Source: an optimization exercise on an open RTL-to-GDS flow (aim: small area). Production flows keep margins and buffers that such runs may drop. RTL that was checked went through simulation tests only; none was proved equivalent to the original. Power and IR drop assume default switching activity.

== run 1 ==
==> flow/design.v (excerpt) <==
module MAC
    (
    input                                   clk     ,
    input                                   rst_n   ,
    output                                  MACMUX_Val,
    output reg [4    -1 : 0] MACMUX_Addr,
    output reg[ 32            -1 : 0] MACMUX_Psum,
    input                                   MUXMAC_Rdy,
    output                                  MACMUX_Empty,
    output                                  MACARB_ReqHelp,
    input                                   ARBMAC_Rst,
    input [ 2                       -1 : 0] PEBMAC_WeiCol,
    input [(
(8192*4*16*16/32) <= (1<<0) ? 0 : (8192*4*16*16/32) <= (1<<1) ? 1 :
(8192*4*16*16/32) <= (1<<2) ? 2 : (8192*4*16*16/32) <= (1<<3) ? 3 :
(8192*4*16*16/32) <= (1<<4) ? 4 : (8192*4*16*16/32) <= (1<<5) ? 5 :
(8192*4*16*16/32) <= (1<<6) ? 6 : (8192*4*16*16/32) <= (1<<7) ? 7 :
(8192*4*16*16/32) <= (1<<8) ? 8 : (8192*4*16*16/32) <= (1<<9) ? 9 :
(8192*4*16*16/32) <= (1<<10) ? 10 : (8192*4*16*16/32) <= (1<<11) ? 11 :
(8192*4*16*16/32) <= (1<<12) ? 12 : (8192*4*16*16/32) <= (1<<13) ? 13 :
(8192*4*16*16/32) <= (1<<14) ? 14 : (8192*4*16*16/32) <= (1<<15) ? 15 :
(8192*4*16*16/32) <= (1<<16) ? 16 : (8192*4*16*16/32) <= (1<<17) ? 17 :
(8192*4*16*16/32) <= (1<<18) ? 18 : (8192*4*16*16/32) <= (1<<19) ? 19 :
(8192*4*16*16/32) <= (1<<20) ? 20 : (8192*4*16*16/32) <= (1<<21) ? 21 :
(8192*4*16*16/32) <= (1<<22) ? 22 : (8192*4*16*16/32) <= (1<<23) ? 23 :
(8192*4*16*16/32) <= (1<<24) ? 24 : (8192*4*16*16/32) <= (1<<25) ? 25 :
(8192*4*16*16/32) <= (1<<26) ? 26 : (8192*4*16*16/32) <= (1<<27) ? 27 :
(8192*4*16*16/32) <= (1<<28) ? 28 : (8192*4*16*16/32) <= (1<<29) ? 29 :
(8192*4*16*16/32) <= (1<<30) ? 30 : (8192*4*16*16/32) <= (1<<31) ? 31 : 32)                        -1 : 0] AddrRowFlgAct,
    input [ (
(8192*4*16*16) <= (1<<0) ? 0 : (8192*4*16*16) <= (1<<1) ? 1 :
(8192*4*16*16) <= (1<<2) ? 2 : (8192*4*16*16) <= (1<<3) ? 3 :
(8192*4*16*16) <= (1<<4) ? 4 : (8192*4*16*16) <= (1<<5) ? 5 :
(8192*4*16*16) <= (1<<6) ? 6 : (8192*4*16*16) <= (1<<7) ? 7 :
(8192*4*16*16) <= (1<<8) ? 8 : (8192*4*16*16) <= (1<<9) ? 9 :
(8192*4*16*16) <= (1<<10) ? 10 : (8192*4*16*16) <= (1<<11) ? 11 :
(8192*4*16*16) <= (1<<12) ? 12 : (8192*4*16*16) <= (1<<13) ? 13 :
(8192*4*16*16) <= (1<<14) ? 14 : (8192*4*16*16) <= (1<<15) ? 15 :
  ...
Size: about 1300 cells after synthesis, ~260 I/O pins, roughly 12000 µm² of cells after synthesis.
clock: 9.0 ns
lec_check: 0
abc_area: 1
cap_margin: 20
core_margin: 2
core_utilization: 40
cts_buf_list: sky130_fd_sc_hd__clkbuf_8
place_density: 0.6
slew_margin: 20
synth_hierarchical: 1
synth_minimum_keep_size: 0
standard.sh (not shown) runs the stock make flow with config.mk's settings and CLKGATE_MAP_FILE= SYNTH_SCRIPT=/design/flow/synth_recipe.tcl, a recipe that flattens the netlist after the stock synthesis.
==> flow/flow/run.sh <==
#!/bin/bash
# Layout flow: the standard flow (standard.sh), with two changes.
# 1. After the standard synthesis, the combinational logic of the netlist is
#    mapped again by ABC for area (amap, twice). Registers, full and half adders and
#    tie cells are kept as they are (same instances, names and cell types).
#    The new netlist is proven equivalent to the standard one with Yosys
#    (equiv_make / equiv_simple / equiv_induct); if that proof fails the
#    standard netlist is kept.
# 2. Port buffers are buf_1 cells; clock tree: clkbuf_8, no dummy loads;
#    after synthesis the buffers buf_4 and larger are not used (smaller
#    buffers instead), on top of the platform's own dont-use list.
# Each tool writes its full output to a log_*.log file in this folder.
set -euo pipefail
export BUFFER_PORTS_ARGS="-buffer_cell sky130_fd_sc_hd__buf_1"
export CTS_ARGS="-sink_clustering_enable -repair_clock_nets -buf_list sky130_fd_sc_hd__clkbuf_8 -dont_use_dummy_load"
YOSYS=$FLOW_HOME/../tools/install/yosys/bin/yosys
R=orfs/results/$FLOW_PLATFORM/MAC/base
LIB=$FLOW_HOME/platforms/$FLOW_PLATFORM/lib/sky130_fd_sc_hd__tt_025C_1v80.lib

bash standard.sh synth > log_1_standard_synth.log 2>&1
cp $R/1_2_yosys.v flow_standard.v

KEEP=$(grep -o 'sky130_fd_sc_hd__\(fa\|ha\|df\|edf\|sdf\|dl\|conb\)[a-z0-9_]*' flow_standard.v | sort -u | tr '\n' ' ')
DONT=$(grep -o 'cell *( *"\?sky130_fd_sc_hd__\(lpflow\|probe\)[a-z0-9_]*' $LIB | sed 's/.*(\s*"\?//' | sort -u | sed 's/^/-dont_use /' | tr '\n' ' ')
printf 'strash\ndch -f\namap\nstrash\ndch -f\namap\n' > remap.abc
cat > remap.ys <<EOF
read_liberty -ignore_miss_func $LIB
read_verilog flow_standard.v
hierarchy -top $FLOW_TOP
setattr -mod -set keep_hierarchy 1 $KEEP
flatten
opt_clean
abc -liberty $LIB -script remap.abc $DONT
opt_clean -purge
hilomap -singleton -hicell sky130_fd_sc_hd__conb_1 HI -locell sky130_fd_sc_hd__conb_1 LO
insbuf -buf sky130_fd_sc_hd__buf_1 A X
splitnets
opt_clean -purge
stat -liberty $LIB
write_verilog -noattr -noexpr -nohex -nodec -selected flow_remap_all.v
EOF
$YOSYS -l log_2_remap.log -q -s remap.ys > /dev/null 2>&1
awk -v top="$FLOW_TOP" '$1=="module" && $2 ~ "^"top"[ (]*" {on=1} on {print} on && /^endmodule/ {on=0}' flow_remap_all.v > flow_remap.v

cat > equiv.ys <<EOF
read_liberty -ignore_miss_func $LIB
read_verilog flow_standard.v
rename $FLOW_TOP gold
read_verilog flow_remap.v
rename $FLOW_TOP gate
flatten gold gate
async2sync
opt_clean
equiv_make gold gate equiv
equiv_simple -undef
equiv_induct -undef
equiv_status -assert
EOF
if $YOSYS -l log_3_equiv.log -q -s equiv.ys > /dev/null 2>&1; then
  echo "remapped netlist proven equivalent; using it"
  cp flow_remap.v $R/1_2_yosys.v
else
  echo "equivalence proof failed; keeping the standard netlist"
fi
touch $R/1_2_yosys.v
bash standard.sh synth > log_4_synth_odb.log 2>&1
PLAT_DONT=$(sed -n '/^export DONT_USE_CELLS/,/^#/p' $FLOW_HOME/platforms/$FLOW_PLATFORM/config.mk | grep -o 'sky130_fd_sc_hd__[a-z0-9_]*' | tr '\n' ' ')
MORE="sky130_fd_sc_hd__buf_4 sky130_fd_sc_hd__buf_6 sky130_fd_sc_hd__buf_8 sky130_fd_sc_hd__buf_12 sky130_fd_sc_hd__buf_16 sky130_fd_sc_hd__bufbuf_8 sky130_fd_sc_hd__bufbuf_16"
bash standard.sh "DONT_USE_CELLS=$PLAT_DONT $MORE" finish > log_5_finish.log 2>&1
Here is what was changed in the inputs of run 2 compared with run 1.
--- a/flow/design.v
+++ b/flow/design.v
@@ -715,29 +715,20 @@
 wire mc_213;
 wire mc_214;
 wire mc_215;
 wire mc_216;
 wire mc_217;
 wire mc_218;
 wire mc_219;
 wire mc_220;
 wire mc_221;
 wire mc_222;
-wire mc_223;
-wire mc_224;
-wire mc_225;
-wire mc_226;
-wire mc_227;
-wire mc_228;
-wire mc_229;
-wire mc_230;
-wire mc_231;
 assign mc_1 = a[0] & w[0];
 assign mc_2 = a[0] & w[1];
 assign mc_3 = a[0] & w[2];
 assign mc_4 = a[0] & w[3];
 assign mc_5 = a[0] & w[4];
 assign mc_6 = a[0] & w[5];
 assign mc_7 = a[0] & w[6];
 assign mc_8 = ~(a[0] & w[7]);
 assign mc_9 = a[1] & w[0];
 assign mc_10 = a[1] & w[1];
@@ -857,43 +848,37 @@
 ADDH mc_h56 (.a(mc_1), .b(p[0]), .s(mc_179), .co(mc_180));
 ADDH mc_h57 (.a(mc_65), .b(mc_180), .s(mc_181), .co(mc_182));
 ADDH mc_h58 (.a(mc_69), .b(mc_182), .s(mc_183), .co(mc_184));
 ADDH mc_h59 (.a(mc_75), .b(mc_184), .s(mc_185), .co(mc_186));
 ADDH mc_h60 (.a(mc_83), .b(mc_186), .s(mc_187), .co(mc_188));
 ADDH mc_h61 (.a(mc_93), .b(mc_188), .s(mc_189), .co(mc_190));
 ADDH mc_h62 (.a(mc_105), .b(mc_190), .s(mc_191), .co(mc_192));
 ADDH mc_h63 (.a(mc_119), .b(mc_192), .s(mc_193), .co(mc_194));
 ADDF mc_f64 (.a(mc_120), .b(mc_133), .c(mc_194), .s(mc_195), .co(mc_196));
 ADDF mc_f65 (.a(mc_134), .b(mc_145), .c(mc_196), .s(mc_197), .co(mc_198));
-ADDH mc_h66 (.a(mc_146), .b(mc_155), .s(mc_199), .co(mc_200));
+ADDF mc_f66 (.a(mc_146), .b(mc_155), .c(mc_198), .s(mc_199), .co(mc_200));
 ADDF mc_f67 (.a(mc_156), .b(mc_163), .c(mc_200), .s(mc_201), .co(mc_202));
 ADDF mc_f68 (.a(mc_164), .b(mc_169), .c(mc_202), .s(mc_203), .co(mc_204));
-ADDF mc_f69 (.a(mc_170), .b(mc_173), .c(mc_204), .s(mc_205), .co(mc_206));
+ADDH mc_h69 (.a(mc_170), .b(mc_173), .s(mc_205), .co(mc_206));
 ADDF mc_f70 (.a(mc_174), .b(mc_175), .c(mc_206), .s(mc_207), .co(mc_208));
 ADDH mc_h71 (.a(mc_177), .b(mc_208), .s(mc_209), .co(mc_210));
-assign mc_211 = ~(mc_146 ^ mc_155);
-assign mc_212 = mc_146 | mc_155;
-ADDF mc_f72 (.a(mc_156), .b(mc_163), .c(mc_212), .s(mc_213), .co(mc_214));
-ADDF mc_f73 (.a(mc_164), .b(mc_169), .c(mc_214), .s(mc_215), .co(mc_216));
-ADDF mc_f74 (.a(mc_170), .b(mc_173), .c(mc_216), .s(mc_217), .co(mc_218));
-ADDF mc_f75 (.a(mc_174), .b(mc_175), .c(mc_218), .s(mc_219), .co(mc_220));
-ADDH mc_h76 (.a(mc_177), .b(mc_220), .s(mc_221), .co(mc_222));
-assign mc_223 = mc_198 ? mc_211 : mc_199;
-assign mc_224 = mc_198 ? mc_213 : mc_201;
-assign mc_225 = mc_198 ? mc_215 : mc_203;
-assign mc_226 = mc_198 ? mc_217 : mc_205;
-assign mc_227 = mc_198 ? mc_219 : mc_207;
-assign mc_228 = mc_198 ? mc_221 : mc_209;
-assign mc_229 = mc_198 ? mc_222 : mc_210;
-assign mc_230 = mc_178 & mc_229;
-assign mc_231 = ~(mc_178 | mc_229);
+assign mc_211 = ~(mc_170 ^ mc_173);
+assign mc_212 = mc_170 | mc_173;
+ADDF mc_f72 (.a(mc_174), .b(mc_175), .c(mc_212), .s(mc_213), .co(mc_214));
+ADDH mc_h73 (.a(mc_177), .b(mc_214), .s(mc_215), .co(mc_216));
+assign mc_217 = mc_204 ? mc_211 : mc_205;
+assign mc_218 = mc_204 ? mc_213 : mc_207;
+assign mc_219 = mc_204 ? mc_215 : mc_209;
+assign mc_220 = mc_204 ? mc_216 : mc_210;
+assign mc_221 = mc_178 & mc_220;
+assign mc_222 = ~(mc_178 | mc_220);
 wire [16:0] ones, zeros;
 assign ones[0] = 1'b1;
 assign zeros[0] = 1'b1;
 genvar k;
 generate for (k = 0; k < 16; k = k + 1) begin : g_hi
     assign ones[k+1]  = ones[k] & p[16+k];
     assign zeros[k+1] = zeros[k] & ~p[16+k];
-    assign y[16+k] = p[16+k] ^ ((mc_230 & ones[k]) | (mc_231 & zeros[k]));
+    assign y[16+k] = p[16+k] ^ ((mc_221 & ones[k]) | (mc_222 & zeros[k]));
 end endgenerate
-assign y[15:0] = {mc_228, mc_227, mc_226, mc_225, mc_224, mc_223, mc_197, mc_195, mc_193, mc_191, mc_189, mc_187, mc_185, mc_183, mc_181, mc_179};
+assign y[15:0] = {mc_219, mc_218, mc_217, mc_203, mc_201, mc_199, mc_197, mc_195, mc_193, mc_191, mc_189, mc_187, mc_185, mc_183, mc_181, mc_179};
 endmodule
Findings:
STATUS run=run 2 STAGES=ALL_DONE FINAL_CHECKS=FAILED CAUSE=setup timing
The critical path depth reported for run 2 is greater than that of run 1 by 4.
On area share of buffers outside the clock network: between run 2 and run 1, it ends up higher for run 2.
Taking run 1 as the reference, in run 2 clock latency reported for the late side of the worst-skew pair closely matched the old numbers, part of the power in the clock network decreased by 0.3 points relative to the old numbers.
Cmp run 2 and run 1 / final period utilization / lower: run 1
Summary of run 2 over run 1: proportion of power drawn by combinational gates went up; wire length went up; post-placement setup slack went down; via count went up; internal power summed over all cells went up.
Highest metal layer used by the detailed router: met4 -> run 1, met5 -> run 2
Comparing run 2 and run 1, the lower synthesized area was measured on run 2.
Compared with run 1, run 2 ends up with a larger final cell area.
Function was not checked in any run of this note: the RTL went through the layout flow alone.

========
Another version of the RTL of MAC (not shown whole).
Size: ~1300 cells after synthesis, ~12000 um2 of cells after synthesis.
clock: 9.0 ns
lec_check: 0
abc_area: 1
cap_margin: 20
core_margin: 2
core_utilization: 40
cts_buf_list: sky130_fd_sc_hd__clkbuf_8
place_density: 0.6
slew_margin: 20
synth_hierarchical: 1
synth_minimum_keep_size: 0
Scripts as last shown in full above: flow/flow/run.sh
Rerun with:
--- a/flow/design.v
+++ b/flow/design.v
@@ -705,36 +705,20 @@
 wire mc_203;
 wire mc_204;
 wire mc_205;
 wire mc_206;
 wire mc_207;
 wire mc_208;
 wire mc_209;
 wire mc_210;
 wire mc_211;
 wire mc_212;
-wire mc_213;
-wire mc_214;
-wire mc_215;
-wire mc_216;
-wire mc_217;
-wire mc_218;
-wire mc_219;
-wire mc_220;
-wire mc_221;
-wire mc_222;
-wire mc_223;
-wire mc_224;
-wire mc_225;
-wire mc_226;
-wire mc_227;
-wire mc_228;
 assign mc_1 = a[0] & w[0];
 assign mc_2 = a[0] & w[1];
 assign mc_3 = a[0] & w[2];
 assign mc_4 = a[0] & w[3];
 assign mc_5 = a[0] & w[4];
 assign mc_6 = a[0] & w[5];
 assign mc_7 = a[0] & w[6];
 assign mc_8 = ~(a[0] & w[7]);
 assign mc_9 = a[1] & w[0];
 assign mc_10 = a[1] & w[1];
@@ -855,40 +839,28 @@
 ADDH mc_h57 (.a(mc_65), .b(mc_180), .s(mc_181), .co(mc_182));
 ADDH mc_h58 (.a(mc_69), .b(mc_182), .s(mc_183), .co(mc_184));
 ADDH mc_h59 (.a(mc_75), .b(mc_184), .s(mc_185), .co(mc_186));
 ADDH mc_h60 (.a(mc_83), .b(mc_186), .s(mc_187), .co(mc_188));
 ADDH mc_h61 (.a(mc_93), .b(mc_188), .s(mc_189), .co(mc_190));
 ADDH mc_h62 (.a(mc_105), .b(mc_190), .s(mc_191), .co(mc_192));
 ADDH mc_h63 (.a(mc_119), .b(mc_192), .s(mc_193), .co(mc_194));
 ADDF mc_f64 (.a(mc_120), .b(mc_133), .c(mc_194), .s(mc_195), .co(mc_196));
 ADDF mc_f65 (.a(mc_134), .b(mc_145), .c(mc_196), .s(mc_197), .co(mc_198));
 ADDF mc_f66 (.a(mc_146), .b(mc_155), .c(mc_198), .s(mc_199), .co(mc_200));
-ADDH mc_h67 (.a(mc_156), .b(mc_163), .s(mc_201), .co(mc_202));
+ADDF mc_f67 (.a(mc_156), .b(mc_163), .c(mc_200), .s(mc_201), .co(mc_202));
 ADDF mc_f68 (.a(mc_164), .b(mc_169), .c(mc_202), .s(mc_203), .co(mc_204));
 ADDF mc_f69 (.a(mc_170), .b(mc_173), .c(mc_204), .s(mc_205), .co(mc_206));
 ADDF mc_f70 (.a(mc_174), .b(mc_175), .c(mc_206), .s(mc_207), .co(mc_208));
 ADDH mc_h71 (.a(mc_177), .b(mc_208), .s(mc_209), .co(mc_210));
-assign mc_211 = ~(mc_156 ^ mc_163);
-assign mc_212 = mc_156 | mc_163;
-ADDF mc_f72 (.a(mc_164), .b(mc_169), .c(mc_212), .s(mc_213), .co(mc_214));
-ADDF mc_f73 (.a(mc_170), .b(mc_173), .c(mc_214), .s(mc_215), .co(mc_216));
-ADDF mc_f74 (.a(mc_174), .b(mc_175), .c(mc_216), .s(mc_217), .co(mc_218));
-ADDH mc_h75 (.a(mc_177), .b(mc_218), .s(mc_219), .co(mc_220));
-assign mc_221 = mc_200 ? mc_211 : mc_201;
-assign mc_222 = mc_200 ? mc_213 : mc_203;
-assign mc_223 = mc_200 ? mc_215 : mc_205;
-assign mc_224 = mc_200 ? mc_217 : mc_207;
-assign mc_225 = mc_200 ? mc_219 : mc_209;
-assign mc_226 = mc_200 ? mc_220 : mc_210;
-assign mc_227 = mc_178 & mc_226;
-assign mc_228 = ~(mc_178 | mc_226);
+assign mc_211 = mc_178 & mc_210;
+assign mc_212 = ~(mc_178 | mc_210);
 wire [16:0] ones, zeros;
 assign ones[0] = 1'b1;
 assign zeros[0] = 1'b1;
 genvar k;
 generate for (k = 0; k < 16; k = k + 1) begin : g_hi
     assign ones[k+1]  = ones[k] & p[16+k];
     assign zeros[k+1] = zeros[k] & ~p[16+k];
-    assign y[16+k] = p[16+k] ^ ((mc_227 & ones[k]) | (mc_228 & zeros[k]));
+    assign y[16+k] = p[16+k] ^ ((mc_211 & ones[k]) | (mc_212 & zeros[k]));
 end endgenerate
-assign y[15:0] = {mc_225, mc_224, mc_223, mc_222, mc_221, mc_199, mc_197, mc_195, mc_193, mc_191, mc_189, mc_187, mc_185, mc_183, mc_181, mc_179};
+assign y[15:0] = {mc_209, mc_207, mc_205, mc_203, mc_201, mc_199, mc_197, mc_195, mc_193, mc_191, mc_189, mc_187, mc_185, mc_183, mc_181, mc_179};
 endmodule
What happened: Now the flow produced a layout that fails on setup timing; worst hold slack is better by 0.052 ns; non-clock buffer count is higher by 73; final area is higher by 3.0%; via count is about the same; die area is lower by 0.98%; maximum frequency is lower by about 11%; clock-buffer cell count does not change; clock skew stays flat; worst setup slack is worse by 1.1 ns.
Function not checked in the second run of this note: the RTL went through the layout flow alone.

## what the ideal ports hide
In the flow no input, the clock included, has a driving cell. The finished layouts below were timed again as built, in two steps. Step 1: set_driving_cell puts a clkbuf_16 on clk and a buf_2 on each other input, an assumption about the parent block. Step 2 also shifts input and output timing later by t, the mid clock arrival at the registers, as if the neighbouring blocks saw the same clock. Three values: ideal ports, drivers, drivers and shift; two values: the first two.
run	t (ns)	slack for setup (ns)	slew at the worst register clock pin (ns)	cell pins on the clock port's net
run 1	0.504	0.439 / 0.462 / -0.042	0.10 / 0.10	1
run 2	0.493	-0.081 / -0.142 / -0.636	0.11 / 0.11	1
the first run of note 2	0.494	0.449 / 0.469 / -0.025	0.12 / 0.12	1
the second run of note 2	0.487	-0.636 / -0.646 / -1.133	0.11 / 0.11	1
Met with ideal ports but missed after step 2: setup timing in run 1 and the first run of note 2. The setup slack of run 2, which loses most, moves by -0.061 ns with the drivers and by -0.555 ns with both steps.
